From an optimization exercise on the open Yosys and OpenROAD flow, aimed at small area; shortcuts taken in it are not production practice. RTL that was checked went through simulation tests only; none was proved equivalent to the original. The RTL of run 7 was laid out without a check of its function. No activity file was given, so power comes from the tool's default toggle rates.

[design/flow/design.v]
`timescale 1ns / 1ps
module synch_fifo #(
    parameter   FIFO_WIDTH = 32,                       
    parameter   FIFO_DEPTH = 16,                       
    parameter   FIFO_PTR = 4                           
) (
    input       clk,                                   
    input       rst_n,                                 
    input       fifo_wren,                             
    input       fifo_rden,                             
    input       [FIFO_WIDTH-1:0] fifo_wrdata,          
    output reg  [FIFO_WIDTH-1:0] fifo_rddata,          
    output      fifo_full,                             
    output      fifo_empty,                            
    output      [FIFO_PTR:0] fifo_room_avail,          
    output      [FIFO_PTR:0] fifo_data_avail           
);
reg [FIFO_WIDTH-1:0] mem [0:FIFO_DEPTH-1];       
reg [FIFO_PTR-1:0] wr_ptr, rd_ptr;               
reg [FIFO_PTR:0] count;                          
assign fifo_data_avail = count;
assign fifo_full = (count == FIFO_DEPTH - 1);        
assign fifo_empty = (count == 0);                
assign fifo_room_avail = FIFO_DEPTH - count;
always @(posedge clk or negedge rst_n) begin
    if (!rst_n) begin
        wr_ptr <= 0;
        rd_ptr <= 0;
        count <= 0;
    end else begin
        if (fifo_wren && !fifo_full && !fifo_rden) begin
            mem[wr_ptr] <= fifo_wrdata;
            wr_ptr <= (wr_ptr + 1) % FIFO_DEPTH;
            count <= count + 1;
        end
        if (fifo_rden && !fifo_wren && !fifo_empty) begin
            fifo_rddata <= mem[rd_ptr];
            rd_ptr <= (rd_ptr + 1) % FIFO_DEPTH;
            count <= count - 1;
        end
        if (fifo_wren && fifo_rden && !fifo_full) begin
            if (fifo_empty)
                fifo_rddata <= fifo_wrdata;
            else begin
                mem[wr_ptr] <= fifo_wrdata;
                fifo_rddata <= mem[rd_ptr];
                wr_ptr <= wr_ptr + 1;
                rd_ptr <= rd_ptr + 1;
            end
        end
    end
end
endmodule
[design/flow/run.sh]
#!/bin/bash
# synth_recipe.tcl (not shown) runs the flow's synth.tcl, then flattens the netlist and writes it again
# the make line also repeats each setting of config.mk as NAME=value (left out here)
make -C /OpenROAD-flow-scripts/flow DESIGN_CONFIG=/design/flow/config.mk WORK_HOME=/design/flow/orfs CLKGATE_MAP_FILE= SYNTH_SCRIPT=/design/flow/synth_recipe.tcl finish
[design/flow/config.mk]
export PLATFORM = sky130hd
export DESIGN_NAME = synch_fifo
export DESIGN_NICKNAME = synch_fifo
export VERILOG_FILES = /design/flow/design.v
export SDC_FILE = /design/flow/constraint.sdc
export NUM_CORES = 4
export LEC_CHECK = 0
export CAP_MARGIN = 20
export CORE_MARGIN = 2
export CORE_UTILIZATION = 40
export SLEW_MARGIN = 20
[design/flow/constraint.sdc]
create_clock -name core_clock -period 10.0 [get_ports {clk}]
set_input_delay 2.0000 -clock core_clock [delete_from_list [all_inputs] [get_ports {clk}]]
set_output_delay 2.0000 -clock core_clock [all_outputs]
set_load 0.01 [all_outputs]
==> results of run 1 <==
critical path: cells and delay by family:
kind / cells / cell delay, ns
compound gates: 1 / 0.86
buf+inv: 1 / 0.53
mux: 1 / 0.66
simple gates: 2 / 1.12
cell usage after synthesis (all sizes together), types with 3 or more instances:
library cell,number,area (um^2)
edfxtp,544,16300
mux2,521,5870
buf,126,758
nand2,61,239
a22oi,57,428
nand3,52,410
clkbuf,50,188
o22ai,50,375
mux2i,48,480
a21oi,45,229
o21ai,45,225
a221oi,38,333
nor2,33,124
a222oi,18,180
a211oi,15,113
a22o,15,131
inv,14,52.6
dfrtp,13,325
a31oi,12,75.1
ha,12,150
nand4,12,120
xnor2,11,96.3
nor3,10,50.1
nor2b,9,56.3
nand2b,8,50.1
nor4,8,50.1
a32oi,7,61.3
a2111oi,5,62.6
o211ai,5,37.5
o221ai,5,43.8
a221o,4,40.0
a311oi,4,35.0
o2111ai,4,35.0
o22a,4,35.0
and3,3,18.8
registers in the layout, summed over array words and instances (netlist names):
register and flops:
wr_ptr 4, fifo_rddata 32, rd_ptr 4, mem 512
count 5
placed cells by master (no fill, tap or decap), types with 11 or more instances in the layout:
cell type	netlist	final
sky130_fd_sc_hd__nand3_1	40	40
sky130_fd_sc_hd__a211oi_1	15	15
sky130_fd_sc_hd__a221oi_1	38	38
sky130_fd_sc_hd__a22o_1	15	15
sky130_fd_sc_hd__nand3_4	12	12
sky130_fd_sc_hd__a21oi_1	44	44
sky130_fd_sc_hd__clkdlybuf4s50_1	0	78
sky130_fd_sc_hd__a222oi_1	18	18
sky130_fd_sc_hd__nand2_1	59	59
sky130_fd_sc_hd__o22ai_1	40	40
sky130_fd_sc_hd__mux2_1	33	33
sky130_fd_sc_hd__o21ai_0	45	45
sky130_fd_sc_hd__edfxtp_1	544	544
sky130_fd_sc_hd__a31oi_1	12	12
sky130_fd_sc_hd__xnor2_1	11	11
sky130_fd_sc_hd__mux2_2	488	488
sky130_fd_sc_hd__mux2i_1	48	48
sky130_fd_sc_hd__dfrtp_1	13	11
sky130_fd_sc_hd__clkinv_1	0	18
sky130_fd_sc_hd__a22oi_1	57	57
sky130_fd_sc_hd__buf_4	4	28
sky130_fd_sc_hd__clkbuf_16	0	61
sky130_fd_sc_hd__nor2_1	33	32
sky130_fd_sc_hd__clkbuf_1	50	21
sky130_fd_sc_hd__inv_1	13	13
worst paths after layout:
| kind | end | slack, ns | cells after the start |
|---|---|---|---|
| worst max-delay path | mem[13][9] | 5.14 | 5 |
| worst min-delay path | mem[0][21] | 0.57 | 1 |
| worst max register to register | fifo_rddata[4] | 5.71 | 6 |
| worst min register to register | mem[0][21] | 0.57 | 1 |
| max in group asynchronous | rd_ptr[3] | 6.60 | 2 |
| min in group asynchronous | wr_ptr[3] | 1.49 | 1 |
report_power, final:
part | internal, uW | switching (uW)
combinational | 1220 | 1960
clock | 1210 | 910
sequential | 3070 | 267
through the flow:
stage,hold WS [ns],instances
after floorplan,0.527,1897
after CTS,0.570,2879
after global routing,0.574,2880
after detailed placement,0.555,2769
after global placement,0.539,2769
final,0.567,2880
layer usage:
metal | vias up | track usage (%) | part of all wire (%)
met5 | - | 0 | 0
met4 | 0 | 6.13 | 2.5
met3 | 122 | 3.91 | 6.6
met2 | 619 | 36.6 | 48
met1 | 9107 | 29.8 | 43
li1 | 7589 | - | -
final cells by class:
type / instances / share of cell area (%)
inverter: 14 / 0.168
antenna: 1 / 0.00801
clock buffer: 82 / 5.14
sequential: 557 / 53.3
multi-input combinational: 1150 / 33.6
tap: 940 / 3.76
timing repair buffer: 108 / 3.28
clock inverter: 28 / 0.696
logic make-up after synthesis:
kind of cell	synth area share [%]
muxes	22.8
DFF	59.3
AOI/OAI and AO/OA	9.14
and+or+nand+nor	4.30
buffers and inverters	3.55
xor gates and xnor gates	0.405
adders and majority gates	0.534
==> summary.txt, run 1 <==
In the finished design, the share of the clock period the worst path needs comes to 48.6%. The tools report the start point of the worst hold path as mem[0][21]. The standard cell with the maximum stage delay on the critical path is sky130_fd_sc_hd__nand4_4. The first global-routing pass estimated 118000 um of wire. For this design the static power due to leakage is 0.0105 uW.

The worst path needs 4.86 ns of the cycle, external delays included. The run gives 17600 as the via count of the first global-routing pass. The slew at the pin closest to its max-slew limit was 1.14 ns; the detailed-route wire length was 79800 um. The mapped netlist covers 28100 um^2. The worst hold path belongs to the class register to register.

For the worst slack at placement, the log shows 4.53 ns. The placer's final routability congestion estimate is 0.755. The endpoint kind of the worst setup timing path was a register. The initial antenna violation count came out at 3.

After synthesis, the share of flip-flops with an asynchronous set or reset is 2.33%. STA puts the critical path data arrival time at 5.22 ns. The tree built by TritonCTS fans out to 557 sinks. Synthesized netlist net count: 1945. The flow ran to the end and the layout has no timing, DRC or antenna violations. The logs give 0 for the post-cts resize count and 59 for the number of clock buffers inserted by TritonCTS. The run gives 0 as the final antenna-violating net count. The net count of the finished layout is 1938.

The maximum vdd drop is 0.000139 V. By startpoint and endpoint, the worst setup path is classified as primary input to register. The number of warnings issued by yosys is 2, and the final worst slack is 5.14 ns. The tools report the setup TNS as 0 ns.

Fill cells in the final layout number 6153. The average instance in the mapped netlist occupies 14.8 um^2. The detailed-route vias per instance is 6.05, and the largest stage delay on the critical path is 1.00 ns. After global routing the overflow that remains totals 0. Counting flops and latches in the post-synthesis netlist gives 557. The number of instances in the synthesized netlist was 1897; the total number of placement rows was 97.

Setup violations remaining at the end of the flow were counted as 0. The worst clock skew was 0.0154 ns. Number of design rule violations left after detail routing: 0. TritonCTS built the clock tree. From left edge to right edge, the die measures 269 um. Traced cell by cell, the critical path runs through clkdlybuf4s50_1 -> nand2_1 -> a21oi_4 -> nand4_4 -> mux2_1. Global routing used 22.1% of the available tracks across all layers. Setup repair after global routing left no endpoint under its margin. The overall power was 8640 uW.

In this run the post-CTS setup repair buffer count came out at 0. In this run, distinct cell masters in the synthesized netlist total 69. Counting flops with a built-in enable in the synthesized netlist gives 544.

The count of TritonRoute iterations in the first routing pass was 5; the H-tree depth was 2. The share of cells above drive strength 1 was 32.7%. The number of hold buffers added after CTS was 0. The tools report the largest net degree at the start of global routing as 138. During I/O placement, the number of pins put on the boundary was 80.

The iteration-0 DRC count of the detailed router is 1982. The detailed router placed 17400 vias in this run. STA puts the critical path data required time at 10.36 ns. The worst setup path is launched from a primary input. The run gives 0 as the final hold violation count. The initial core utilization was 40.3%. The HPWL after detailed placement is 41500 um. The run gives 10500 um^2 as the area occupied by multi-input gates.

The critical register-to-register path startpoint was rd_ptr[3]. The sequential cell area fraction in the yosys report is 59.3%, and the highest fanout seen on the critical path is 32. Main flop type after synthesis: sky130_fd_sc_hd__edfxtp_1.

The number of port buffers is 79, and the layout-stage area growth over the synthesis result is 11.3%. The critical path starts at fifo_wren. The power density over cell area is 277 nW/um^2. The tree is rooted in a sky130_fd_sc_hd__clkbuf_16. The clock transition time at the flip-flop clock pins of the worst setup and hold paths was 0.06 ns. The core region is 69800 um^2.

Across the run, the number of max-cap violations was 0. The maximum count of clock buffers along a single path was 3. For the post-route cell area, the log shows 31300 um^2.

The tools report the placed standard-cell area as 29400 um^2. The chip height is 269 um. The headroom to the max-slew limit was 23.8%; the clock latency on the worst-skew pair was 0.62 ns. Across the whole layout, storage elements account for 16700 um^2. Measured on the finished design, the core utilization comes to 44.8%.

The average routed wire per standard cell came out at 27.7 um. The tools report the final count of pins violating max slew as 0. The die covers 72400 um^2. Derived from the worst setup path, the maximum achievable clock frequency is 206 MHz.
==> run 2: changes to the inputs <==
==> design/flow/design.v (replaced) <==
`timescale 1ns / 1ps
module synch_fifo #(
    parameter   FIFO_WIDTH = 32,                       
    parameter   FIFO_DEPTH = 16,                       
    parameter   FIFO_PTR = 4                           
) (
    input       clk,                                   
    input       rst_n,                                 
    input       fifo_wren,                             
    input       fifo_rden,                             
    input       [FIFO_WIDTH-1:0] fifo_wrdata,          
    output      [FIFO_WIDTH-1:0] fifo_rddata,          
    output      fifo_full,                             
    output      fifo_empty,                            
    output      [FIFO_PTR:0] fifo_room_avail,          
    output      [FIFO_PTR:0] fifo_data_avail           
);
reg [FIFO_WIDTH-1:0] mem [0:FIFO_DEPTH-1];       
reg [FIFO_PTR-1:0] count;                        
assign fifo_full = (count == FIFO_DEPTH - 1);
assign fifo_empty = (count == 0);
assign fifo_data_avail = {1'b0, count};
assign fifo_room_avail = FIFO_DEPTH - {1'b0, count};
assign fifo_rddata = mem[count];
wire shift = fifo_wren && !fifo_full;
integer i;
always @(posedge clk) begin
    if (shift) begin
        mem[0] <= fifo_wrdata;
        for (i = 1; i < FIFO_DEPTH; i = i + 1)
            mem[i] <= mem[i-1];
    end
end
always @(posedge clk or negedge rst_n) begin
    if (!rst_n)
        count <= 0;
    else if (fifo_wren && !fifo_rden && !fifo_full)
        count <= count + 1'b1;
    else if (fifo_rden && !fifo_wren && !fifo_empty)
        count <= count - 1'b1;
end
endmodule
==> summary.txt, run 2 <==
The total number of placement rows is 81 (-16%). The number of instances in the synthesized netlist came out at 1101 (-42%). Detailed placer's ending HPWL: 23600 um (-43%). The run gives 5110 uW (-7.2%) as the internal power component. After synthesis, the cell types taking the most area are sky130_fd_sc_hd__edfxtp_1, sky130_fd_sc_hd__a22oi_1, sky130_fd_sc_hd__a221oi_1. The flip-flop count of the largest register after layout was 512 (unchanged). The worst register-to-register path begins at count[0]. The clock latency on the worst-skew pair was 0.58 ns (-0.04 ns); the iteration-0 DRC count of the detailed router was 1362 (-31%).

The H-tree depth was 2 (unchanged). The tools report the first-pass GRT wire length as 69000 um (-41%). Sorting the synthesized cells by how often they occur yields sky130_fd_sc_hd__edfxtp_1, sky130_fd_sc_hd__a22oi_1, sky130_fd_sc_hd__a221oi_1. The overall power was 7690 uW (-11%); the worst clock skew was 0.0146 ns (-0.000845 ns). STA classifies the critical path startpoint as a register.

Synthesized netlist net count: 1142 (-41%). TritonCTS built the clock tree. Number of cells traversed by the worst register-to-register path: 7 (+1). The logs give 0 (unchanged) for the hold-fix buffer count after cts and 11200 (-36%) for the via count of the first global-routing pass.

For the largest net degree at the start of global routing, the log shows 181 (+31%). In the layout the commonest cells are sky130_fd_sc_hd__edfxtp_1, sky130_fd_sc_hd__a22oi_1, sky130_fd_sc_hd__clkdlybuf4s50_1. The average cell area after synthesis was 17.8 um^2 (+20%); the count of flip-flops with a built-in enable after synthesis was 512 (-5.9%). The standard cell with the maximum stage delay on the critical path was sky130_fd_sc_hd__dfrtp_4. The buffer count from post-CTS setup fixing is 0 (unchanged), and the count of TritonRoute iterations in the first routing pass is 5 (unchanged). The tools report the sequential cell area fraction in the yosys report as 78.9% (+20 points). The count of vias placed by the detailed router is 11000 (-37%), and the headroom to the max-slew limit is 24.7% (+0.95 points). The most numerous cell in the Yosys netlist was sky130_fd_sc_hd__edfxtp_1.

Number of port buffers: 78 (-1.3%). The tools report the origin of the worst setup path as count[3]. The worst reg2reg path endpoint is mem[6][13]. The path class of the tightest hold or removal check is register to register.

The tools report the endpoint kind of the worst setup timing path as an output pin. The final hold violation count was 0 (unchanged). The run gives 4.43 ns (-0.79 ns) as the data arrival time of the critical path. The width of the die came out at 225 um (-16%). The number of diodes added for antenna fixing is 0 (-1), and the total I/O pin count is 80 (unchanged). The most common cell after layout, fill and taps aside was sky130_fd_sc_hd__edfxtp_1. The data required time of the critical path was 8.00 ns (-2.36 ns); the worst slack on hold paths was 0.443 ns (-0.124 ns).

The share of cells above drive strength 1 is 9.98% (-23 points). The met1 routed wirelength after detailed routing is 20100 um (-41%). Walking the worst path, the cells encountered are or2_2 -> a21o_2 -> buf_4 -> o211ai_1 -> o32a_1 -> clkdlybuf4s50_1. Detailed-route wire length: 44900 um (-44%).

The number of standard cells in the final layout excluding fillers is 1834 (-36%). For the initial core utilization, the log shows 40.3% (+0.059 points). The tools report the initial antenna violation count as 0 (-3). In the final layout, the registers with the most flip-flops are mem x512, count x4. The run gives 6.07 ns (+0.36 ns) as the setup slack on the worst flop-to-flop path. The post-cts resize count is 0 (unchanged), and the layout-stage area growth over the synthesis result is 15.9%. The run gives 40.3% (+1.7 points) as the share of power burned in registers. The final number of setup-violating endpoints is 0 (unchanged), and the routed length on met2 is 20300 um (-47%). The tools report the final net count as 1210 (-38%). The net switching fraction of the power works out to 33.5% (-2.7 points). Met3 wire length: 3420 um (-35%). Of all cell types, the one taking the most synthesized area is sky130_fd_sc_hd__edfxtp_1. The setup TNS is 0 ns (unchanged), and the floorplan die area is 50800 um^2 (-30%). The number of flip-flops and latches in the synthesized netlist works out to 516 (-7.4%).

The chip height was 225 um (-16%); the count of placed standard cells including taps was 1737 (-37%). The power density over cell area is 338 nW/um^2 (+22%). Setup repair after global routing left no endpoint under its margin.

The root buffer cell chosen for the clock tree is sky130_fd_sc_hd__clkbuf_16. The uppermost layer routed is met4. Counting flops per register, the top entry is mem.

The tools report the maximum vdd drop as 0.000395 V (+180%). The logs give 0 (unchanged) for the remaining global-route overflow and 0 (unchanged) for the number of design rule violations left after detail routing. The flow ran to the end and the layout has no timing, DRC or antenna violations. The average routed wire per standard cell works out to 24.5 um (-11%).

The post-route clock period utilization was 64.3% (+16 points). The logs give 26.6% (+2.0 points) for the power share of the clock group and 17.8% (-4.3 points) for the overall fraction of global-route tracks in use. For the post-synthesis cell area, the log shows 19600 um^2 (-30%). The proportion of netlist area held by the largest area contributor is 78.4% (+20 points). The tools report the placer's final routability congestion estimate as 0.784 (+3.8%). For the number of warnings issued by yosys, the log shows 2 (unchanged). The highest fanout seen on the critical path was 47 (+47%).

The share of power burned in combinational logic was 33.1% (-3.7 points); the slew at the pin closest to its max-slew limit was 1.13 ns (-0.0120 ns). The run gives 0 (unchanged) as the final antenna-violating net count. The most used flip-flop cell after synthesis is sky130_fd_sc_hd__edfxtp_1. The total net switching power was 2580 uW (-18%); the maximum achievable frequency was 156 MHz (-24%).

The leakage dissipation came out at 0.00752 uW (-28%). The share of flip-flops with an asynchronous set or reset was 0.775% (-1.6 points). The max capacitance violation total came out at 0 (unchanged). The detailed-route vias per instance is 5.97 (-1.3%).

The number of clock buffers inserted by TritonCTS is 52 (-12%), and the clock transition time at the flip-flop clock pins of the worst setup and hold paths is 0.06 ns (about the same). The largest stage delay on the critical path is 0.91 ns (-0.09 ns), and the number of distinct library cells after synthesis is 49 (-29%). The final critical path time including I/O delays and setup works out to 6.43 ns (+1.57 ns). The critical path in this run is classified as register to output pin.

The endpoint of the most critical setup path is fifo_rddata[8]. Final count of pins violating max slew: 0 (unchanged). The clock sink count was 516 (-7.4%); the maximum count of clock buffers along a single path was 3 (unchanged). The area of the placeable core was 48600 um^2 (-30%).
run 2: cell count changes after synthesis, sizes merged, moves of 18 or more:
cell and delta:
edfxtp -32, a211o +22, o21ai -38, clkbuf -27
buf -66, nand3 -45, a22o +25, a221oi +18
nand2 -45, a22oi +26, o22ai -20, mux2 -514
run 2: layout make-up:
cell class | count | area [um^2]
clock buffer | 62 | 1380
clock inverter | 35 | 422
tap | 622 | 778
timing repair buffer | 97 | 936
multi-input combinational | 498 | 3720
fill | 4163 | 25900
inverter | 4 | 15.0
sequential | 516 | 15500
run 2: worst min-delay path by stage:
stage	start	end	slack, ns	cells past startpoint
after floorplan	mem[13][28]	mem[14][28]	0.42	0
after global placement	mem[5][7]	mem[6][7]	0.42	0
after detailed placement	mem[14][5]	mem[15][5]	0.43	0
after CTS	mem[3][8]	mem[4][8]	0.43	0
after global routing	mem[9][5]	mem[10][5]	0.45	0
final	mem[3][8]	mem[4][8]	0.44	0
run 2: logic make-up (layout without fill, tap and decap cells):
| family | count (synthesis) | after routing | share of synthesized area [%] |
|---|---|---|---|
| other | 1 | 1 | 0.0191 |
| xor gates and xnor gates | 5 | 5 | 0.223 |
| AOI/OAI and AO/OA | 352 | 352 | 13.6 |
| DFF | 516 | 516 | 78.9 |
| muxes | 42 | 42 | 2.19 |
| and+or+nand+nor | 93 | 93 | 2.29 |
| buffers and inverters | 87 | 198 | 2.41 |
| adders and majority gates | 5 | 5 | 0.319 |
run 2: layer usage:
layer / track usage (%) / vias to the layer above
li1: - / 4738
met1: 26.8 / 5671
met2: 26.3 / 469
met3: 3.00 / 78
met4: 5.94 / 0
met5: 0 / -
run 2: worst max-delay path: cells and delay by family, from the launching register on:
kind,cells,cell delay [ns]
AND/OR/NAND/NOR,1,0.79
buffers and inverters,2,0.96
flip-flops,1,0.91
AO/OA/AOI/OAI,3,1.13
run 2: stage by stage:
step | setup slack [ns] | utilization (%) | instance area [um^2]
2_1_floorplan | -0.0766 | - | 19600
3_3_place_gp | 4.31 | 43.0 | 20900
3_5_place_dp | 4.18 | 43.0 | 20900
4_1_cts | 3.52 | 46.7 | 22700
5_1_grt | 3.40 | 46.7 | 22700
6_report | 3.57 | 46.7 | 22700
run 2: power by group through the flow:
stage / logic (uW) / clock network, uW / registers (uW)
CTS: 2560 / 2090 / 3100
finish: 2550 / 2050 / 3100
global route: 2730 / 2170 / 3150
global placement: 2530 / 0 / 3130
detailed placement: 2540 / 0 / 3140
floorplan: 1550 / 0 / 3090
==> run 3: changes to the inputs <==
--- a/design/flow/design.v
+++ b/design/flow/design.v
@@ -21,7 +21,6 @@
 assign fifo_empty = (count == 0);
 assign fifo_data_avail = {1'b0, count};
 assign fifo_room_avail = FIFO_DEPTH - {1'b0, count};
-assign fifo_rddata = mem[count];
 wire shift = fifo_wren && !fifo_full;
 integer i;
 always @(posedge clk) begin
@@ -39,4 +38,47 @@
     else if (fifo_rden && !fifo_wren && !fifo_empty)
         count <= count - 1'b1;
 end
+wire [FIFO_DEPTH-1:0] sel;
+fifo_dec u_dec (.a(count), .y(sel));
+genvar b, w;
+generate
+    for (b = 0; b < FIFO_WIDTH; b = b + 1) begin : g_bit
+        wire [FIFO_DEPTH-1:0] col;
+        for (w = 0; w < FIFO_DEPTH; w = w + 1) begin : g_word
+            assign col[w] = mem[w][b];
+        end
+        wire [5:0] y;
+        for (w = 0; w < 5; w = w + 1) begin : g_grp
+            fifo_aoi222 u_aoi (.a(col[3*w+2:3*w]), .s(sel[3*w+2:3*w]), .y(y[w]));
+        end
+        fifo_nand2 u_last (.a(col[15]), .b(sel[15]), .y(y[5]));
+        fifo_nand6 u_out (.a(y), .y(fifo_rddata[b]));
+    end
+endgenerate
 endmodule
+module fifo_dec (
+    input  [3:0] a,
+    output [15:0] y
+);
+assign y = 16'd1 << a;
+endmodule
+module fifo_aoi222 (
+    input  [2:0] a,
+    input  [2:0] s,
+    output y
+);
+assign y = ~|(a & s);
+endmodule
+module fifo_nand2 (
+    input  a,
+    input  b,
+    output y
+);
+assign y = ~(a & b);
+endmodule
+module fifo_nand6 (
+    input  [5:0] a,
+    output y
+);
+assign y = ~&a;
+endmodule
--- a/design/flow/config.mk
+++ b/design/flow/config.mk
@@ -8,4 +8,6 @@
 export CAP_MARGIN = 20
 export CORE_MARGIN = 2
 export CORE_UTILIZATION = 40
+export CTS_BUF_LIST = sky130_fd_sc_hd__clkbuf_4
 export SLEW_MARGIN = 20
+export SYNTH_HIERARCHICAL = 1
==> summary.txt, run 3 <==
The synthesized design spends more area on one cell type than any other, namely sky130_fd_sc_hd__edfxtp_1. The logs give 77 (-4.9%) for the total number of placement rows and 8 (+6) for the number of warnings issued by yosys. For the number of fillers in the final layout, the log shows 3683 (-12%). The run gives 18100 um^2 (-7.6%) as the post-synthesis cell area. Initial core utilization: 40.8% (+0.48 points). The area of the placeable core was 44400 um^2 (-8.7%); the initial antenna violation count was 1 (+1). The average cell area after synthesis is 22.1 um^2 (+24%).

The post-cts resize count is 0 (unchanged). The placer's final routability congestion estimate is 0.712 (-9.2%), and the setup TNS is 0 ns (unchanged). The max capacitance violation total was 0 (unchanged). The average routed wire per standard cell was 22.3 um (-9.1%); the leakage dissipation was 0.00713 uW (-5.2%). By count the netlist is led by sky130_fd_sc_hd__edfxtp_1, sky130_fd_sc_hd__a222oi_1, sky130_fd_sc_hd__and4_1, sky130_fd_sc_hd__nand3_1, sky130_fd_sc_hd__nand2_1. The tools report the synthesized netlist net count as 862 (-25%).

Register with the most flip-flops: mem. Post-route cell area: 21500 um^2 (-5.5%). The detailed-route wire length is 38600 um (-14%), and the count of TritonRoute iterations in the first routing pass is 10 (+5). The detailed placer's ending HPWL is 18800 um (-20%). The number of design rule violations left after detail routing was 0 (unchanged). The tools report the clock latency on the worst-skew pair as 0.81 ns (+0.23 ns). The tools report the number of distinct library cells after synthesis as 27 (-45%). The tools report the buffer count from post-CTS setup fixing as 0 (unchanged). The most common cell after layout, fill and taps aside was sky130_fd_sc_hd__edfxtp_1.

The final worst slack is 3.90 ns (+0.332 ns), and the placed standard-cell area is 19800 um^2 (-5.5%). The number of port buffers was 78 (unchanged). The tools report the number of clock buffers inserted by TritonCTS as 133 (+160%). The width of the die was 217 um (-3.8%). For the iteration-0 DRC count of the detailed router, the log shows 1646 (+21%).

The flow ran to the end and the layout has no timing, DRC or antenna violations. The first-pass GRT wire length is 58900 um (-15%). The total I/O pin count was 80 (unchanged); the post-route clock period utilization was 61.0% (-3.3 points). The chip height came out at 217 um (-3.8%). The root buffer cell is sky130_fd_sc_hd__clkbuf_4. The floorplan die area was 47000 um^2 (-7.5%); the overall fraction of global-route tracks in use was 16.3% (-1.5 points).

For the final hold violation count, the log shows 0 (unchanged). Leaving out fill and tap cells, the most frequent cells in the layout are sky130_fd_sc_hd__edfxtp_1, sky130_fd_sc_hd__clkbuf_4, sky130_fd_sc_hd__a222oi_1. The hold-fix buffer count after cts was 0 (unchanged); the number of flip-flops and latches in the synthesized netlist was 516 (unchanged). The final net count was 1087 (-10%). Setup repair after global routing left no endpoint under its margin. The tools report the data required time of the critical path as 8.00 ns (about the same).

The data arrival time of the critical path is 4.10 ns (-0.33 ns), and the detailed-route vias per instance is 5.74 (-3.9%). TritonCTS built the clock tree. The highest fanout seen on the critical path was 32 (-32%). The worst clock skew came out at 0.0404 ns (+0.0258 ns).

The maximum count of clock buffers along a single path came out at 3 (unchanged). In the synthesized netlist the dominant register cell turns out to be sky130_fd_sc_hd__edfxtp_1. The number of instances in the synthesized netlist was 821 (-25%). The remaining global-route overflow is 0 (unchanged), and the final critical path time including I/O delays and setup is 6.10 ns (-0.332 ns).

Flip-flop count of the largest register after layout: 512 (unchanged). The tools report the final antenna-violating net count as 0 (unchanged). The layout-stage area growth over the synthesis result is 18.6%. Proportion of netlist area held by the largest area contributor: 84.9% (+6.5 points). The sequential cell area fraction in the yosys report is 85.4% (+6.5 points), and the count of flip-flops with a built-in enable after synthesis is 512 (unchanged). Yosys attributes the largest share of cell area to sky130_fd_sc_hd__edfxtp_1, sky130_fd_sc_hd__a222oi_1, sky130_fd_sc_hd__and4_1.

The H-tree depth is 4 (+2). The category of the most critical setup path is register to output pin. The worst slack at placement came out at 4.76 ns (+0.572 ns).

The power density over cell area came out at 300 nW/um^2 (-11%). The largest registers in the layout are mem x512, count x4. The slew at the pin closest to its max-slew limit was 1.12 ns (-0.00618 ns); the via count of the first global-routing pass was 10100 (-9.5%). The type of the tightest min-delay check was register to register. For the maximum vdd drop, the log shows 0.000110 V (-72%). The worst setup path is launched from a register.

Endpoint kind of the worst setup timing path: an output pin. For the clock sink count, the log shows 516 (unchanged). The headroom to the max-slew limit was 25.1% (+0.41 points). The final count of pins violating max slew was 0 (unchanged); the count of vias placed by the detailed router was 9939 (-9.3%). The share of cells above drive strength 1 works out to 20.9% (+11 points). sky130_fd_sc_hd__edfxtp_1 is the most common cell in the netlist. For the final number of setup-violating endpoints, the log shows 0 (unchanged). The clock transition time at the flip-flop clock pins of the worst setup and hold paths is 0.06 ns (about the same), and the share of flip-flops with an asynchronous set or reset is 0.775% (unchanged). The logs give 230 (+27%) for the largest net degree at the start of global routing and 164 MHz (+5.4%) for the maximum achievable frequency.
-- run 3: Yosys stat by module, one instance, submodules excluded --
| module | flip-flops and latches | cells inside | cell area, um^2 | copies in the design |
|---|---|---|---|---|
| fifo_aoi222 | 0 | 1 | 10.0 | 160 |
| fifo_nand6 | 0 | 2 | 13.8 | 32 |
| synch_fifo | 516 | 545 | 15700 | 1 |
| fifo_dec | 0 | 20 | 226 | 1 |
| fifo_nand2 | 0 | 1 | 3.75 | 32 |
-- run 3: power by group --
group / internal (uW) / leakage (uW) / switching [uW]
Combinational: 722 / 0.00111 / 832
Clock: 938 / 0.000982 / 828
Sequential: 2890 / 0.00503 / 241
-- run 3: cells by family (layout without fill, tap and decap cells) --
logic type      Yosys count  in the layout  synth area share [%]
flops                   516            516                  85.4
compound gates          162            162                  8.91
simple gates            119            119                  4.45
buf+inv                  10            327                 0.352
fa+ha+maj                 5              5                 0.387
xor+xnor                  5              5                 0.242
mux                       3              3                 0.221
other cells               1              2                0.0207
-- run 3: final cells by class --
cell class              count  area [um^2]  share of cell area, %
diodes                      1         2.50                 0.0116
multi-input cells         295         2630                   12.2
clock buffers             194         1460                   6.78
clock inverters            33          186                  0.868
inverters                   3         11.3                 0.0524
well taps                 592          741                   3.45
flip-flops and latches    516        15500                   72.0
repair buffers             97          988                   4.60
-- run 3: worst paths after layout --
path	endpoint	from	slack (ns)	cells after the start
max	fifo_rddata[7]	count[2]	3.90	5
min	mem[3][29]	mem[2][29]	0.41	0
max reg2reg	mem[14][22]	count[0]	6.45	5
min reg2reg	mem[3][29]	mem[2][29]	0.41	0
max in group asynchronous	count[2]	rst_n	8.42	1
min in group asynchronous	count[3]	rst_n	1.41	1
-- run 3: critical path, cell delays in order (launching register included) --
cell and delay (ns):
sky130_fd_sc_hd__dfrtp_1 0.91, sky130_fd_sc_hd__and4bb_2 1.13, sky130_fd_sc_hd__a222oi_1 0.27, sky130_fd_sc_hd__and4_1 0.31, sky130_fd_sc_hd__nand3_1 0.13, sky130_fd_sc_hd__clkdlybuf4s50_1 0.56
-- run 3: metrics by stage --
stage	std cells	power [uW]	utilization (%)	hold WS, ns
2_1_floorplan	821	3930	-	0.426
3_3_place_gp	1501	4710	44.5	0.429
3_5_place_dp	1501	4720	44.5	0.431
4_1_cts	1728	6530	48.2	0.419
6_report	1731	6450	48.4	0.412
5_1_grt	1731	6790	48.4	0.441
-- run 3: routing by layer --
metal	share of wire, %	global-route usage, %
met5	0	0
met4	1.9	7.10
met3	8.8	3.98
met2	46	24.1
met1	43	23.2
==> run 4: changes to the inputs <==
--- a/design/flow/config.mk
+++ b/design/flow/config.mk
@@ -8,6 +8,5 @@
 export CAP_MARGIN = 20
 export CORE_MARGIN = 2
 export CORE_UTILIZATION = 40
-export CTS_BUF_LIST = sky130_fd_sc_hd__clkbuf_4
 export SLEW_MARGIN = 20
 export SYNTH_HIERARCHICAL = 1
==> summary.txt, run 4 <==
The min-delay analysis places its worst path in the category register to register. The share of power burned in combinational logic came out at 23.7% (-0.4 points). The final number of setup-violating endpoints is 0 (unchanged), and the post-cts resize count is 0 (unchanged).

The logs give 0.00693 uW (-2.7%) for the leakage dissipation and 9399 (-5.4%) for the count of vias placed by the detailed router. The final critical path time including I/O delays and setup was 5.84 ns (-0.258 ns). Endpoint of the most critical setup path: fifo_rddata[30]. The largest net degree at the start of global routing is 230 (unchanged).

The largest stage delay on the critical path is 1.09 ns (-0.04 ns), and the power density over cell area is 304 nW/um^2 (+1.4%). The maximum vdd drop is 0.000128 V (+16%), and the width of the die is 217 um (unchanged). Setup slack on the worst flop-to-flop path: 6.50 ns (+0.05 ns).

The number of port buffers was 78 (unchanged). The post-synthesis cell type with the largest combined area is sky130_fd_sc_hd__edfxtp_1. The worst setup path is launched from a register. The share of power burned in registers is 47.9% (-0.6 points), and the post-route clock period utilization is 58.4% (-2.6 points). The worst slack on hold paths was 0.445 ns (+0.0335 ns); the setup TNS was 0 ns (unchanged). The post-synthesis cell area is 18100 um^2 (unchanged).

The layout-stage area growth over the synthesis result is 18.5% (about the same). The count of flip-flops with a built-in enable after synthesis is 512 (unchanged). The total number of placement rows came out at 77 (unchanged). The proportion of netlist area held by the largest area contributor came out at 84.9% (unchanged).

Clock transition time at the flip-flop clock pins of the worst setup and hold paths: 0.06 ns (about the same). The largest registers in the layout are mem x512, count x4. The iteration-0 DRC count of the detailed router came out at 1613 (-2.0%).

The flip-flop count of the largest register after layout is 512 (unchanged), and the hold-fix buffer count after cts is 0 (unchanged). The tools report the detailed placer's ending HPWL as 18800 um (unchanged). The net switching fraction of the power works out to 28.6% (-0.91 points). The logs give 1007 (-7.4%) for the final net count and 0 (unchanged) for the remaining global-route overflow. For the placed standard-cell area, the log shows 19800 um^2 (unchanged).

The share of flip-flops with an asynchronous set or reset works out to 0.775% (unchanged). For the internal power component, the log shows 4670 uW (+2.6%). For this run, the leading register cell type out of synthesis is sky130_fd_sc_hd__edfxtp_1. The register with the most flip-flops was mem. The run gives 0.58 ns (-0.23 ns) as the clock latency on the worst-skew pair.

Walking the worst path, the cells encountered are and4bb_2 -> a222oi_1 -> and4_1 -> nand3_1 -> clkdlybuf4s50_1. The number of instances in the synthesized netlist was 821 (unchanged); the number of design rule violations left after detail routing was 0 (unchanged). For the power share of the clock group, the log shows 28.4% (+1.0 points). In the post-synthesis netlist, the biggest area contributors are sky130_fd_sc_hd__edfxtp_1, sky130_fd_sc_hd__a222oi_1, sky130_fd_sc_hd__and4_1.

Among all cell types in the netlist, the one instantiated most often is sky130_fd_sc_hd__edfxtp_1. For the number of warnings issued by yosys, the log shows 8 (unchanged). The chip height was 217 um (unchanged). The critical register-to-register path startpoint was count[0].

The logic depth of the worst setup path including buffers came out at 5 (unchanged). Post-route cell area: 21500 um^2 (about the same). Placer's final routability congestion estimate: 0.712 (unchanged).

The maximum achievable frequency came out at 171 MHz (+4.4%). The number of clock buffers inserted by TritonCTS is 53 (-60%), and the slew at the pin closest to its max-slew limit is 1.13 ns (+0.00418 ns). The synthesized netlist net count was 862 (unchanged); the final count of pins violating max slew was 0 (unchanged). The tools report the total I/O pin count as 80 (unchanged). The tools report the worst reg2reg path endpoint as mem[12][23].

Category of the most critical setup path: register to output pin. The tools report the area of the placeable core as 44400 um^2 (unchanged). TritonCTS built the clock tree. The run gives 0 (unchanged) as the final hold violation count. Setup repair after global routing left no endpoint under its margin.

The run gives 10 (unchanged) as the count of TritonRoute iterations in the first routing pass. The run finished with no timing, DRC or antenna violations. The final antenna-violating net count was 0 (unchanged). For this design, the slowest cell found on the critical path is sky130_fd_sc_hd__and4bb_2. For the max capacitance violation total, the log shows 0 (unchanged). For the maximum count of clock buffers along a single path, the log shows 3 (unchanged). The number of cells traversed by the worst register-to-register path works out to 5 (unchanged). The average cell area after synthesis is 22.1 um^2 (unchanged).

The tools report the floorplan die area as 47000 um^2 (unchanged). The share of cells above drive strength 1 is 10.2% (-11 points), and the number of distinct library cells after synthesis is 27 (unchanged). The clock sink count is 516 (unchanged).

The number of fillers in the final layout was 3603 (-2.2%); the average routed wire per standard cell was 23.3 um (+4.8%). The logs give 8.00 ns (about the same) for the data required time of the critical path and 3.84 ns (-0.26 ns) for the data arrival time of the critical path. The library cell used most frequently in the layout, excluding fill and tap cells, is sky130_fd_sc_hd__edfxtp_1. The first-pass GRT wire length is 57000 um (-3.1%), and the H-tree depth is 2 (-2).

The number of diodes added for antenna fixing is 0 (-1), and the overall fraction of global-route tracks in use is 15.7% (-0.67 points). Via count of the first global-routing pass: 9339 (-7.8%). Ranked by instance count, the synthesized netlist is headed by sky130_fd_sc_hd__edfxtp_1, sky130_fd_sc_hd__a222oi_1, sky130_fd_sc_hd__and4_1, sky130_fd_sc_hd__nand3_1, sky130_fd_sc_hd__nand2_1.

STA classifies the critical path endpoint as an output pin. For the initial antenna violation count, the log shows 0 (-1). In the layout the commonest cells are sky130_fd_sc_hd__edfxtp_1, sky130_fd_sc_hd__a222oi_1, sky130_fd_sc_hd__clkdlybuf4s50_1. The detailed-route vias per instance works out to 5.87 (+2.2%). The critical path's top delay family was simple AND/OR/NAND/NOR gates. The sequential cell area fraction in the yosys report is 85.4% (unchanged). The worst clock skew was 0.0132 ns (-0.0272 ns). The number of flip-flops and latches in the synthesized netlist is 516 (unchanged). The headroom to the max-slew limit was 24.8% (-0.28 points); the buffer count from post-CTS setup fixing was 0 (unchanged).

The total net switching power is 1870 uW (-1.8%). The total buffers and inverters traversed by the critical path is 1 (unchanged). Tracing the worst setup path back leads to its startpoint at count[0].

Initial core utilization: 40.8% (unchanged). The highest fanout seen on the critical path was 32 (unchanged); the detailed-route wire length was 37400 um (-3.0%). Root buffer cell: sky130_fd_sc_hd__clkbuf_16.
run 4: cell counts after synthesis:
Identical to the previous run, type by type.
run 4: layout make-up:
cell class,count,area [um^2],share of cell area [%]
flip-flops and latches,516,15500,72.1
multi-input cells,295,2620,12.2
clock buffers,68,1380,6.44
repair buffers,97,988,4.60
well taps,592,741,3.45
clock inverters,31,249,1.16
inverters,3,11.3,0.0524
run 4: modules after synthesis, one instance, submodules excluded:
module	cells inside	flip-flops and latches
synch_fifo	545	516
fifo_aoi222	1	0
fifo_dec	20	0
fifo_nand6	2	0
fifo_nand2	1	0
run 4: per-stage QoR:
stage                     total power [uW]  instances  utilization, %  worst slack, ns
final                                 6530       1602            48.3             4.16
after floorplan                       3930        821               -             1.33
after global routing                  6840       1602            48.3             3.99
after global placement                4710       1501            44.5             4.78
after detailed placement              4720       1501            44.5             4.76
after CTS                             6610       1600            48.2             4.14
run 4: worst min-delay path by stage:
stage,startpoint,endpoint,depth (start not counted)
floorplan,mem[9][0],mem[10][0],0
global placement,mem[12][13],mem[13][13],0
detailed placement,mem[12][10],mem[13][10],0
CTS,mem[13][7],mem[14][7],0
global route,mem[6][7],mem[7][7],0
finish,mem[13][7],mem[14][7],0
run 4: power groups by stage:
stage	registers (uW)	logic, uW	clock network (uW)
finish	3130	1550	1860
CTS	3130	1570	1910
detailed placement	3160	1560	0
floorplan	3140	793	0
global route	3180	1670	1990
global placement	3150	1560	0
run 4: logic make-up after synthesis:
logic type               count (synthesis)  synth area share (%)
flip-flops                             516                  85.4
buffers and inverters                   10                 0.352
multiplexers                             3                 0.221
AND/OR/NAND/NOR                        119                  4.45
other                                    1                0.0207
XOR/XNOR                                 5                 0.242
AO/OA/AOI/OAI                          162                  8.91
adder cells (fa/ha/maj)                  5                 0.387
run 4: layer usage:
layer	vias up	track usage, %	part of all wire, %	wire length [um]
met1	4793	23.3	44	16300
met5	-	0	0	0
met2	451	23.8	46	17100
li1	4100	-	-	-
met3	55	2.75	8.7	3270
met4	0	4.63	2.1	777
==> run 5: changes to the inputs <==
--- a/design/flow/design.v
+++ b/design/flow/design.v
@@ -60,7 +60,28 @@
     input  [3:0] a,
     output [15:0] y
 );
-assign y = 16'd1 << a;
+wire [3:0] lo_n, hi_n;
+fifo_dec2n u_lo (.a(a[1:0]), .y_n(lo_n));
+fifo_dec2n u_hi (.a(a[3:2]), .y_n(hi_n));
+genvar k;
+generate
+    for (k = 0; k < 16; k = k + 1) begin : g_sel
+        fifo_nor2 u_nor (.a(lo_n[k%4]), .b(hi_n[k/4]), .y(y[k]));
+    end
+endgenerate
+endmodule
+module fifo_dec2n (
+    input  [1:0] a,
+    output [3:0] y_n
+);
+assign y_n = ~(4'd1 << a);
+endmodule
+module fifo_nor2 (
+    input  a,
+    input  b,
+    output y
+);
+assign y = ~(a | b);
 endmodule
 module fifo_aoi222 (
     input  [2:0] a,
==> design/flow/flow/run.sh (new file) <==
#!/bin/bash
# The standard layout, with smaller port buffers and no CTS dummy loads.
set -euo pipefail
export BUFFER_PORTS_ARGS="-buffer_cell sky130_fd_sc_hd__buf_1"
export CTS_ARGS="-sink_clustering_enable -repair_clock_nets -dont_use_dummy_load -buf_list sky130_fd_sc_hd__clkbuf_16 -sink_clustering_size 26 -sink_clustering_max_diameter 100"
bash standard.sh finish > standard.log 2>&1
==> design/flow/standard.sh (new file) <==
#!/bin/bash
# synth_recipe.tcl (not shown) runs the flow's synth.tcl, then flattens the netlist and writes it again
# the make line also repeats each setting of config.mk as NAME=value (left out here)
make -C /OpenROAD-flow-scripts/flow DESIGN_CONFIG=/design/flow/config.mk WORK_HOME=/design/flow/orfs CLKGATE_MAP_FILE= SYNTH_SCRIPT=/design/flow/synth_recipe.tcl "${@:-finish}"
removed: design/flow/run.sh
==> summary.txt, run 5 <==
Setup repair after global routing left no endpoint under its margin. The detailed-route vias per instance is 6.04 (+3.0%), and the number of clock buffers inserted by TritonCTS is 23 (-57%). The share of flip-flops with an asynchronous set or reset is 0.775% (unchanged). The clock latency on the worst-skew pair came out at 0.56 ns (-0.02 ns). For the final cell utilization of the core, the log shows 44.7% (-3.6 points). The run finished with no timing, DRC or antenna violations.

In the final layout, the registers with the most flip-flops are mem x512, count x4. The final critical path time including I/O delays and setup was 5.24 ns (-0.606 ns). The logs give 0 (unchanged) for the final count of pins violating max slew and 40.6% (-0.19 points) for the initial core utilization.

Count of vias placed by the detailed router: 9272 (-1.4%). The most numerous cell in the Yosys netlist was sky130_fd_sc_hd__edfxtp_1. The placer's final routability congestion estimate was 0.723 (+1.5%); the share of cells above drive strength 1 was 6.58% (-3.6 points).

The post-route clock period utilization came out at 52.4% (-6.1 points). In the synthesized netlist the dominant register cell turns out to be sky130_fd_sc_hd__edfxtp_1. The highest fanout seen on the critical path was 18 (-44%). The buffer count from post-CTS setup fixing was 0 (unchanged). TritonCTS built the clock tree. The average routed wire per standard cell works out to 24.7 um (+5.6%). Leaving out fill and tap cells, the most frequent cell in the layout is sky130_fd_sc_hd__edfxtp_1. Summed over all instances, the cell type with the most area after synthesis is sky130_fd_sc_hd__edfxtp_1.

The area of the placeable core was 44300 um^2 (-0.22%). Detailed-route wire length: 37800 um (+1.1%). From synthesis to final layout, the design area changed by 10.2%. The average cell area after synthesis came out at 21.8 um^2 (-1.2%). The number of flip-flops and latches in the synthesized netlist was 516 (unchanged). By count the netlist is led by sky130_fd_sc_hd__edfxtp_1, sky130_fd_sc_hd__a222oi_1, sky130_fd_sc_hd__nand2_1. The endpoint kind of the worst setup timing path was an output pin. The tools report the worst clock skew as 0.0342 ns (+0.0210 ns). The logs give 866 (+0.46%) for the synthesized netlist net count and 3786 (+5.1%) for the number of fillers in the final layout. The maximum count of clock buffers along a single path was 3 (unchanged). The power density over cell area is 274 nW/um^2 (-10%), and the number of diodes added for antenna fixing is 0 (unchanged). The data required time of the critical path is 8.00 ns (about the same), and the post-synthesis cell area is 18000 um^2 (-0.67%). The logs give 22.0% (-2.8 points) for the headroom to the max-slew limit and 1 (-1) for the H-tree depth. The number of port buffers works out to 78 (unchanged). The flip-flop count of the largest register after layout came out at 512 (unchanged). The clock transition time at the flip-flop clock pins of the worst setup and hold paths is 0.10 ns (+0.04 ns). The number of design rule violations left after detail routing is 0 (unchanged). The category of the most critical setup path was register to output pin. The sequential cell area fraction in the yosys report came out at 86.0% (+0.58 points). By area the synthesized netlist is led by sky130_fd_sc_hd__edfxtp_1, sky130_fd_sc_hd__a222oi_1, sky130_fd_sc_hd__and4_1.

The run gives 0.000171 V (+33%) as the maximum vdd drop. In this run the clock root is driven by a sky130_fd_sc_hd__clkbuf_16. For the initial antenna violation count, the log shows 0 (unchanged).

First-pass GRT wire length: 57200 um (+0.22%). The via count of the first global-routing pass is 9074 (-2.8%), and the detailed placer's ending HPWL is 19300 um (+2.5%). The tools report the maximum achievable frequency as 191 MHz (+12%). In the layout the commonest cells are sky130_fd_sc_hd__edfxtp_1, sky130_fd_sc_hd__a222oi_1, sky130_fd_sc_hd__buf_1. For the remaining global-route overflow, the log shows 0 (unchanged). The clock sink count was 516 (unchanged); the total number of placement rows was 77 (unchanged). The width of the die is 216 um (-0.33%), and the data arrival time of the critical path is 3.24 ns (-0.60 ns). For the post-cts resize count, the log shows 0 (unchanged). The final antenna-violating net count came out at 0 (unchanged). The logs give 46700 um^2 (-0.66%) for the floorplan die area and 15.7% (+0.017 points) for the overall fraction of global-route tracks in use. The slew at the pin closest to its max-slew limit works out to 1.17 ns (+0.0427 ns). The tools report the number of warnings issued by yosys as 8 (unchanged). The logs give 1973 (+22%) for the iteration-0 DRC count of the detailed router and 0 (unchanged) for the hold-fix buffer count after cts. The count of flip-flops with a built-in enable after synthesis came out at 512 (unchanged). The path class of the tightest hold or removal check is register to register. The proportion of netlist area held by the largest area contributor came out at 85.4% (+0.57 points). The largest net degree at the start of global routing is 200 (-13%). The tools report the kind of start point of the critical path as a register.

The leakage dissipation is 0.00616 uW (-11%), and the max capacitance violation total is 0 (unchanged). Chip height: 216 um (-0.33%). The setup TNS was 0 ns (unchanged). The number of instances in the synthesized netlist was 825 (+0.49%); the final number of setup-violating endpoints was 0 (unchanged). The tools report the total I/O pin count as 80 (unchanged).

The final hold violation count was 0 (unchanged). The register with the most flip-flops is mem. Count of TritonRoute iterations in the first routing pass: 8 (-2).

For the number of distinct library cells after synthesis, the log shows 26 (-3.7%). The run gives 985 (-2.2%) as the final net count.
==> run 5: kinds of logic (layout without fill, tap and decap cells) <==
logic type / count (synthesis) / count (layout) / synth area share, %
and+or+nand+nor: 127 / 127 / 3.97
DFF: 516 / 516 / 86.0
AOI/OAI and AO/OA: 162 / 162 / 8.97
muxes: 3 / 3 / 0.223
xor gates and xnor gates: 5 / 5 / 0.243
buffers and inverters: 6 / 123 / 0.188
adders and majority gates: 5 / 5 / 0.389
other: 1 / 1 / 0.0208
==> run 5: layout make-up <==
type	instances	area, um^2	share of cell area [%]
clock buffers	23	576	2.90
inverters	3	11.3	0.0568
multi-input cells	303	2560	12.9
flip-flops and latches	516	15500	78.1
well taps	592	741	3.74
repair buffers	97	460	2.32
==> run 5: worst max-delay path, stage by stage, from the launching register on <==
cell and delay [ns]:
sky130_fd_sc_hd__dfrtp_1 0.51, sky130_fd_sc_hd__or2_1 0.40, sky130_fd_sc_hd__nor2_2 0.82, sky130_fd_sc_hd__buf_4 0.47, sky130_fd_sc_hd__a222oi_1 0.17, sky130_fd_sc_hd__nand3_1 0.15, sky130_fd_sc_hd__buf_1 0.17
==> run 5: routing by layer <==
layer | global-route usage [%] | part of all wire [%] | up-vias | wire length [um]
met2 | 24.4 | 46 | 460 | 17600
li1 | - | - | 3979 | -
met5 | 0 | 0 | - | 0
met1 | 24.3 | 44 | 4807 | 16800
met4 | 2.28 | 0.90 | 0 | 342
met3 | 2.01 | 8.3 | 26 | 3130
==> run 5: where the power goes <==
part           internal (uW)  leakage (uW)  switching [uW]
logic                    439      0.000848             883
clock network            414      0.000283             603
registers               2890       0.00503             201
==> run 5: per-module statistics from Yosys, one instance, submodules excluded, a selection <==
module | cell area [um^2] | cells inside
fifo_dec2n | 22.5 | 4
fifo_nand2 | 3.75 | 1
synch_fifo | 15700 | 545
fifo_nand6 | 13.8 | 2
fifo_aoi222 | 10.0 | 1
fifo_nor2 | 3.75 | 1
==> run 5: through the flow <==
step                      total power, uW  hold slack, ns  area (um^2)  instances  setup slack (ns)
after global placement               4450           0.429        19200       1511              5.35
after floorplan                      3900           0.426        18000        825              1.33
final                                5430           0.440        19800       1534              4.76
after detailed placement             4470           0.432        19200       1511              5.28
after CTS                            5490           0.436        19800       1534              4.71
after global routing                 5700           0.447        19800       1534              4.63
==> run 5: worst paths after layout <==
kind                            depth (start not counted)               to  slack, ns   startpoint
worst min-delay path                                    0      mem[11][31]       0.44  mem[10][31]
max in group asynchronous                               1         count[1]       8.53        rst_n
min in group asynchronous                               1         count[3]       1.28        rst_n
worst max register to register                          4       mem[2][30]       6.93     count[0]
worst min register to register                          0      mem[11][31]       0.44  mem[10][31]
worst max-delay path                                    6  fifo_rddata[29]       4.76     count[2]
==> run 6: changes to the inputs <==
==> design/flow/flow/run.sh (replaced) <==
#!/bin/bash
# The standard layout, with smaller port buffers and no CTS dummy loads.
set -euo pipefail
export BUFFER_PORTS_ARGS="-buffer_cell sky130_fd_sc_hd__buf_1"
export CTS_ARGS="-sink_clustering_enable -repair_clock_nets -dont_use_dummy_load -buf_list sky130_fd_sc_hd__clkbuf_8 -sink_clustering_size 16 -sink_clustering_max_diameter 80"
bash standard.sh finish > standard.log 2>&1
==> summary.txt, run 6 <==
In this run the most critical hold path is launched from mem[1][7]. The setup TNS was 0 ns (unchanged); the initial antenna violation count was 0 (unchanged). The run gives 20.0% (-2.0 points) as the headroom to the max-slew limit. The average cell area after synthesis was 21.8 um^2 (unchanged); the layout-stage area growth over the synthesis result was 9.86%. For the leakage dissipation, the log shows 0.00615 uW (-0.17%). The data arrival time of the critical path is 3.26 ns (+0.02 ns), and the number of cells traversed by the worst register-to-register path is 4 (unchanged). The main flop type after synthesis is sky130_fd_sc_hd__edfxtp_1.

The chip height is 216 um (unchanged). The synthesized netlist net count is 866 (unchanged). Share of flip-flops with an asynchronous set or reset: 0.775% (unchanged).

The worst setup path is captured at an output pin. Counting instances in the post-synthesis netlist gives the leading cell types as sky130_fd_sc_hd__edfxtp_1, sky130_fd_sc_hd__a222oi_1, sky130_fd_sc_hd__nand2_1. Post-route clock period utilization: 52.6% (+0.24 points).

The run gives 15.9% (+0.21 points) as the overall fraction of global-route tracks in use. The path with the worst hold slack has its endpoint at mem[2][7]. The average routed wire per standard cell is 24.6 um (about the same), and the count of placed standard cells including taps is 1511 (unchanged). The clock latency on the worst-skew pair was 0.54 ns (-0.02 ns); the total net switching power was 1700 uW (+0.91%). The hold-fix buffer count after cts is 0 (unchanged), and the H-tree depth is 2 (+1). For the final net count, the log shows 1000 (+1.5%).

The floorplan die area was 46700 um^2 (unchanged); the overall power was 5370 uW (-1.0%). The width of the die was 216 um (unchanged); the total I/O pin count was 80 (unchanged). The number of port buffers works out to 78 (unchanged).

Highest fanout seen on the critical path: 18 (unchanged). The run gives 0.000169 V (-1.2%) as the maximum vdd drop. The run gives 0 (unchanged) as the buffer count from post-CTS setup fixing.

In this run the critical register-to-register path is launched from count[0]. The tools report the first-pass GRT wire length as 57500 um (+0.54%). Internal power component: 3670 uW (-1.9%). The worst reg2reg path endpoint is mem[4][18]. The number of distinct library cells after synthesis was 26 (unchanged); the placed standard-cell area was 19200 um^2 (unchanged).

The critical path is of the register to output pin type. The sequential cell area fraction in the yosys report is 86.0% (unchanged). Most numerous cell in the Yosys netlist: sky130_fd_sc_hd__edfxtp_1. The tools report the number of clock buffers inserted by TritonCTS as 38 (+65%). The run gives 0.723 (unchanged) as the placer's final routability congestion estimate.

The tools report the largest net degree at the start of global routing as 200 (unchanged). The flow ran to the end and the layout has no timing, DRC or antenna violations. Number of diodes added for antenna fixing: 0 (unchanged). For the worst clock skew, the log shows 0.0465 ns (+0.0123 ns). The final antenna-violating net count is 0 (unchanged), and the detailed placer's ending HPWL is 19300 um (unchanged).

The count of flip-flops with a built-in enable after synthesis was 512 (unchanged); the max capacitance violation total was 0 (unchanged). The number of warnings issued by yosys was 8 (unchanged); the power density over cell area was 272 nW/um^2 (-0.76%). The logs give 0 (unchanged) for the final count of pins violating max slew and 10 (+2) for the count of TritonRoute iterations in the first routing pass. The run gives 1549 (+0.98%) as the number of standard cells in the final layout excluding fillers.

The run gives 18000 um^2 (unchanged) as the post-synthesis cell area. Type of the tightest min-delay check: register to register. The number of flip-flops and latches in the synthesized netlist was 516 (unchanged). The final hold violation count was 0 (unchanged); the post-cts resize count was 0 (unchanged). For the power share of the clock group, the log shows 17.9% (-0.8 points). The final critical path time including I/O delays and setup came out at 5.26 ns (+0.0244 ns). The final number of setup-violating endpoints is 0 (unchanged), and the clock sink count is 516 (unchanged). Leaving out fill and tap cells, the most frequent cells in the layout are sky130_fd_sc_hd__edfxtp_1, sky130_fd_sc_hd__a222oi_1, sky130_fd_sc_hd__buf_1. The run gives 3 (unchanged) as the maximum count of clock buffers along a single path. The detailed-route vias per instance is 6.04 (-0.15%), and the count of vias placed by the detailed router is 9349 (+0.83%). Iteration-0 DRC count of the detailed router: 1932 (-2.1%).

Kind of start point of the critical path: a register. Initial core utilization: 40.6% (unchanged). Leaving out fill and tap cells, the most frequent cell in the layout is sky130_fd_sc_hd__edfxtp_1.

The area of the placeable core came out at 44300 um^2 (unchanged). The maximum achievable frequency was 190 MHz (-0.46%). The root buffer cell was sky130_fd_sc_hd__clkbuf_8. The share of cells above drive strength 1 was 8.05% (+1.5 points).

The tools report the total number of placement rows as 77 (unchanged). The largest registers in the layout are mem x512, count x4. The slew at the pin closest to its max-slew limit was 1.20 ns (+0.0306 ns). The share of power burned in registers is 57.5% (+0.6 points), and the post-route cell area is 19800 um^2 (-0.26%). The proportion of netlist area held by the largest area contributor was 85.4% (unchanged). The net switching fraction of the power is 31.7% (+0.61 points). The run gives 24.7% (+0.3 points) as the share of power burned in combinational logic. The number of cells on the worst hold path is 0 (unchanged). The tools report the data required time of the critical path as 8.00 ns (about the same). Flip-flop count of the largest register after layout: 512 (unchanged). By area the synthesized netlist is led by sky130_fd_sc_hd__edfxtp_1, sky130_fd_sc_hd__a222oi_1, sky130_fd_sc_hd__and4_1.

Setup repair after global routing left no endpoint under its margin. The via count of the first global-routing pass was 9241 (+1.8%). Number of design rule violations left after detail routing: 0 (unchanged).

Clock transition time at the flip-flop clock pins of the worst setup and hold paths: 0.10 ns (about the same). The logs give 44.6% (-0.12 points) for the final cell utilization of the core and 38200 um (+0.89%) for the detailed-route wire length. The register with the most flip-flops was mem. The remaining global-route overflow came out at 0 (unchanged).

The number of instances in the synthesized netlist was 825 (unchanged); the setup slack on the worst flop-to-flop path was 6.93 ns (about the same). TritonCTS built the clock tree. Of all cell types, the one taking the most synthesized area is sky130_fd_sc_hd__edfxtp_1.
## run 6: kinds of logic (layout without fill, tap and decap cells)
| kind of cell | count (synthesis) | count (layout) | synth area share, % |
|---|---|---|---|
| AO/OA/AOI/OAI | 162 | 162 | 8.97 |
| XOR/XNOR | 5 | 5 | 0.243 |
| adder cells (fa/ha/maj) | 5 | 5 | 0.389 |
| buffers and inverters | 6 | 138 | 0.188 |
| flip-flops | 516 | 516 | 86.0 |
| multiplexers | 3 | 3 | 0.223 |
| other | 1 | 1 | 0.0208 |
| AND/OR/NAND/NOR | 127 | 127 | 3.97 |
## run 6: critical path: stages (launching register included)
cell	delay, ns
sky130_fd_sc_hd__dfrtp_1	0.51
sky130_fd_sc_hd__or2_1	0.40
sky130_fd_sc_hd__nor2_2	0.83
sky130_fd_sc_hd__buf_4	0.47
sky130_fd_sc_hd__a222oi_1	0.17
sky130_fd_sc_hd__nand3_1	0.16
sky130_fd_sc_hd__buf_1	0.17
## run 6: power groups by stage
stage	combinational, uW	clock, uW	sequential [uW]
2_1_floorplan	769	0	3130
3_3_place_gp	1340	0	3110
3_5_place_dp	1340	0	3130
4_1_cts	1350	1010	3090
5_1_grt	1430	1080	3130
6_report	1330	959	3090
## run 6: worst max path at each step
stage	startpoint	to	slack [ns]	depth (start not counted)
2_1_floorplan	fifo_wren	mem[0][0]	1.33	1
3_3_place_gp	count[2]	fifo_rddata[5]	5.35	6
3_5_place_dp	count[2]	fifo_rddata[5]	5.28	6
4_1_cts	count[2]	fifo_rddata[5]	4.69	6
5_1_grt	count[2]	fifo_rddata[18]	4.61	6
6_report	count[2]	fifo_rddata[5]	4.74	6
## run 6: metal layers
layer	track usage [%]	vias up	share of wire [%]
li1	-	4006	-
met1	24.1	4864	44
met2	24.4	448	47
met3	2.60	31	8.0
met4	3.49	0	1.3
met5	0	-	0
## run 6: cell type report
class / instances / area (um^2)
inverters: 3 / 11.3
repair buffers: 97 / 460
clock buffers: 38 / 523
multi-input cells: 303 / 2560
well taps: 592 / 741
flip-flops and latches: 516 / 15500
fillers: 3797 / 24500
## run 6: Yosys stat by module, one instance, submodules excluded, excerpt
| module | area (um^2) | flops+latches |
|---|---|---|
| synch_fifo | 15700 | 516 |
| fifo_dec2n | 22.5 | 0 |
| fifo_nand6 | 13.8 | 0 |
| fifo_aoi222 | 10.0 | 0 |
| fifo_nand2 | 3.75 | 0 |
| fifo_nor2 | 3.75 | 0 |
## run 6: per-stage QoR
stage / setup slack, ns / hold WS (ns)
6_report: 4.74 / 0.409
5_1_grt: 4.61 / 0.408
4_1_cts: 4.69 / 0.404
3_5_place_dp: 5.28 / 0.432
3_3_place_gp: 5.35 / 0.429
2_1_floorplan: 1.33 / 0.426
==> run 7: changes to the inputs <==
--- a/design/flow/design.v
+++ b/design/flow/design.v
@@ -38,35 +38,28 @@
     else if (fifo_rden && !fifo_wren && !fifo_empty)
         count <= count - 1'b1;
 end
-wire [FIFO_DEPTH-1:0] sel;
-fifo_dec u_dec (.a(count), .y(sel));
-genvar b, w;
+wire [3:0] lo_n, hi_n;
+fifo_dec2n u_lo (.a(count[1:0]), .y_n(lo_n));
+fifo_dec2n u_hi (.a(count[3:2]), .y_n(hi_n));
+genvar b, w, h;
 generate
-    for (b = 0; b < FIFO_WIDTH; b = b + 1) begin : g_bit
-        wire [FIFO_DEPTH-1:0] col;
-        for (w = 0; w < FIFO_DEPTH; w = w + 1) begin : g_word
-            assign col[w] = mem[w][b];
+    for (h = 0; h < 2; h = h + 1) begin : g_half
+        wire [FIFO_DEPTH-1:0] sel;
+        for (w = 0; w < FIFO_DEPTH; w = w + 1) begin : g_sel
+            fifo_nor2 u_nor (.a(lo_n[w%4]), .b(hi_n[w/4]), .y(sel[w]));
         end
-        wire [5:0] y;
-        for (w = 0; w < 5; w = w + 1) begin : g_grp
-            fifo_aoi222 u_aoi (.a(col[3*w+2:3*w]), .s(sel[3*w+2:3*w]), .y(y[w]));
+        for (b = h * FIFO_WIDTH / 2; b < (h + 1) * FIFO_WIDTH / 2; b = b + 1) begin : g_bit
+            wire [FIFO_DEPTH-1:0] col;
+            for (w = 0; w < FIFO_DEPTH; w = w + 1) begin : g_word
+                assign col[w] = mem[w][b];
+            end
+            wire [5:0] y;
+            for (w = 0; w < 5; w = w + 1) begin : g_grp
+                fifo_aoi222 u_aoi (.a(col[3*w+2:3*w]), .s(sel[3*w+2:3*w]), .y(y[w]));
+            end
+            fifo_nand2 u_last (.a(col[15]), .b(sel[15]), .y(y[5]));
+            fifo_nand6 u_out (.a(y), .y(fifo_rddata[b]));
         end
-        fifo_nand2 u_last (.a(col[15]), .b(sel[15]), .y(y[5]));
-        fifo_nand6 u_out (.a(y), .y(fifo_rddata[b]));
-    end
-endgenerate
-endmodule
-module fifo_dec (
-    input  [3:0] a,
-    output [15:0] y
-);
-wire [3:0] lo_n, hi_n;
-fifo_dec2n u_lo (.a(a[1:0]), .y_n(lo_n));
-fifo_dec2n u_hi (.a(a[3:2]), .y_n(hi_n));
-genvar k;
-generate
-    for (k = 0; k < 16; k = k + 1) begin : g_sel
-        fifo_nor2 u_nor (.a(lo_n[k%4]), .b(hi_n[k/4]), .y(y[k]));
     end
 endgenerate
 endmodule
==> design/flow/flow/run.sh (replaced) <==
#!/bin/bash
# The standard layout, with smaller port buffers and no CTS dummy loads.
set -euo pipefail
export BUFFER_PORTS_ARGS="-buffer_cell sky130_fd_sc_hd__buf_1"
export CTS_ARGS="-sink_clustering_enable -repair_clock_nets -dont_use_dummy_load -buf_list sky130_fd_sc_hd__clkbuf_16 -sink_clustering_size 30 -sink_clustering_max_diameter 100"
bash standard.sh finish > standard.log 2>&1
--- a/design/flow/config.mk
+++ b/design/flow/config.mk
@@ -5,8 +5,8 @@
 export SDC_FILE = /design/flow/constraint.sdc
 export NUM_CORES = 4
 export LEC_CHECK = 0
-export CAP_MARGIN = 20
+export CAP_MARGIN = 5
 export CORE_MARGIN = 2
 export CORE_UTILIZATION = 40
-export SLEW_MARGIN = 20
+export SLEW_MARGIN = 5
 export SYNTH_HIERARCHICAL = 1
==> summary.txt, run 7 <==
The number of standard cells in the final layout excluding fillers was 1549 (unchanged). The most used flip-flop cell after synthesis is sky130_fd_sc_hd__edfxtp_1. The logs give 0.00616 uW (+0.12%) for the leakage dissipation and 8.00 ns (about the same) for the data required time of the critical path.

The critical path's top delay family was simple AND/OR/NAND/NOR gates. The final worst slack came out at 4.75 ns (+0.0128 ns). For the final net count, the log shows 1000 (unchanged).

The register with the most flip-flops was mem. The detailed-route wire length is 36400 um (-4.7%). Net switching fraction of the power: 31.8% (+0.14 points).

Yosys attributes the largest share of cell area to sky130_fd_sc_hd__edfxtp_1, sky130_fd_sc_hd__a222oi_1, sky130_fd_sc_hd__and4_1. The tools report the total number of placement rows as 77 (unchanged). The tools report the clock latency on the worst-skew pair as 0.56 ns (+0.02 ns). The maximum vdd drop was 0.000259 V (+53%). The flip-flop count of the largest register after layout was 512 (unchanged).

The worst slack at placement came out at 5.40 ns (+0.113 ns). The tools report the count of vias placed by the detailed router as 9415 (+0.71%). For the detailed placer's ending HPWL, the log shows 21600 um (+12%). The run finished with no timing, DRC or antenna violations. Endpoint of the most critical setup path: fifo_rddata[28]. The largest net degree at the start of global routing was 164 (-18%).

TritonCTS built the clock tree. The worst clock skew was 0.0592 ns (+0.0127 ns); the number of cells on the worst hold path was 0 (unchanged). The tools report the root buffer cell as sky130_fd_sc_hd__clkbuf_16. The tools report the count of TritonRoute iterations in the first routing pass as 11 (+1).

The share of flip-flops with an asynchronous set or reset came out at 0.775% (unchanged). The final count of pins violating max slew is 0 (unchanged). The setup TNS is 0 ns (unchanged).

The tools report the synthesized netlist net count as 882 (+1.8%). The via count of the first global-routing pass is 8881 (-3.9%). The total I/O pin count came out at 80 (unchanged). The average routed wire per standard cell was 23.5 um (-4.7%); the post-route clock period utilization was 52.5% (-0.13 points).

In the final layout, the registers with the most flip-flops are mem x512, count x4. The post-synthesis cell area is 18100 um^2 (+0.33%). The critical path starts at count[0]. Most numerous cell in the Yosys netlist: sky130_fd_sc_hd__edfxtp_1. Clock sink count: 516 (unchanged). The remaining global-route overflow is 0 (unchanged). The number of clock buffers inserted by TritonCTS came out at 21 (-45%). For the iteration-0 DRC count of the detailed router, the log shows 2138 (+11%). The initial core utilization was 40.7% (+0.047 points); the largest stage delay on the critical path was 0.85 ns (+0.02 ns).

Setup repair after global routing left no endpoint under its margin. The detailed-route vias per instance was 6.08 (+0.71%); the slew at the pin closest to its max-slew limit was 1.12 ns (-0.0795 ns). Internal power component: 3710 uW (+1.0%). The proportion of netlist area held by the largest area contributor works out to 85.2% (-0.28 points).
==> run 7: cell count changes after synthesis, sizes merged <==
| cell | before | now |
|---|---|---|
| nor2 | 16 | 32 |
==> run 7: routing by layer <==
layer	wire (um)	up-vias	global-route usage [%]
li1	-	4026	-
met2	16100	495	21.8
met4	469	0	3.20
met1	16400	4868	23.6
met3	3360	26	2.09
met5	0	-	0
==> run 7: cell families (layout without fill, tap and decap cells) <==
kind of cell	count (synthesis)	in the layout	synth area share, %
multiplexers	3	3	0.222
adder cells (fa/ha/maj)	5	5	0.388
AND/OR/NAND/NOR	143	143	4.29
XOR/XNOR	5	5	0.243
AO/OA/AOI/OAI	162	162	8.94
buffers and inverters	6	122	0.187
flip-flops	516	516	85.7
other	1	1	0.0208
==> run 7: how the worst min path moves through the flow <==
| stage | end | from |
|---|---|---|
| finish | mem[2][22] | mem[1][22] |
| global placement | mem[5][23] | mem[4][23] |
| detailed placement | mem[1][3] | mem[0][3] |
| floorplan | mem[10][0] | mem[9][0] |
| global route | mem[2][22] | mem[1][22] |
| CTS | mem[2][22] | mem[1][22] |
==> run 7: power by group through the flow <==
stage               Sequential, uW  Clock, uW  Combinational (uW)
floorplan                     3130          0                 782
global placement              3110          0                1370
detailed placement            3140          0                1380
CTS                           3090       1000                1390
global route                  3140       1060                1480
finish                        3090        967                1380
==> run 7: cell type report <==
class                      instances  area, um^2
clock buffer                      21         526
fill                            3754       24600
inverter                           3        11.3
multi-input combinational        319        2590
sequential                       516       15500
tap                              592         741
timing repair buffer              98         455
==> run 7: stage by stage <==
stage	total power, uW	area (um^2)
final	5440	19800
after global routing	5680	19800
after CTS	5480	19800
after detailed placement	4510	19300
after global placement	4480	19300
after floorplan	3910	18100
==> run 7: per-module statistics from Yosys, one instance, submodules excluded <==
module / area (um^2) / times used
fifo_dec2n: 22.5 / 2
synch_fifo: 15700 / 1
fifo_nand2: 3.75 / 32
fifo_aoi222: 10.0 / 160
fifo_nor2: 3.75 / 32
fifo_nand6: 13.8 / 32

Check on run 7: ideal ports give 4.753 ns setup slack; a clkbuf_16 on the clock port and buf_2 on the inputs give 4.704 ns; moving port delays by the midpoint clock arrival (0.586 ns) as well gives 5.290 ns.
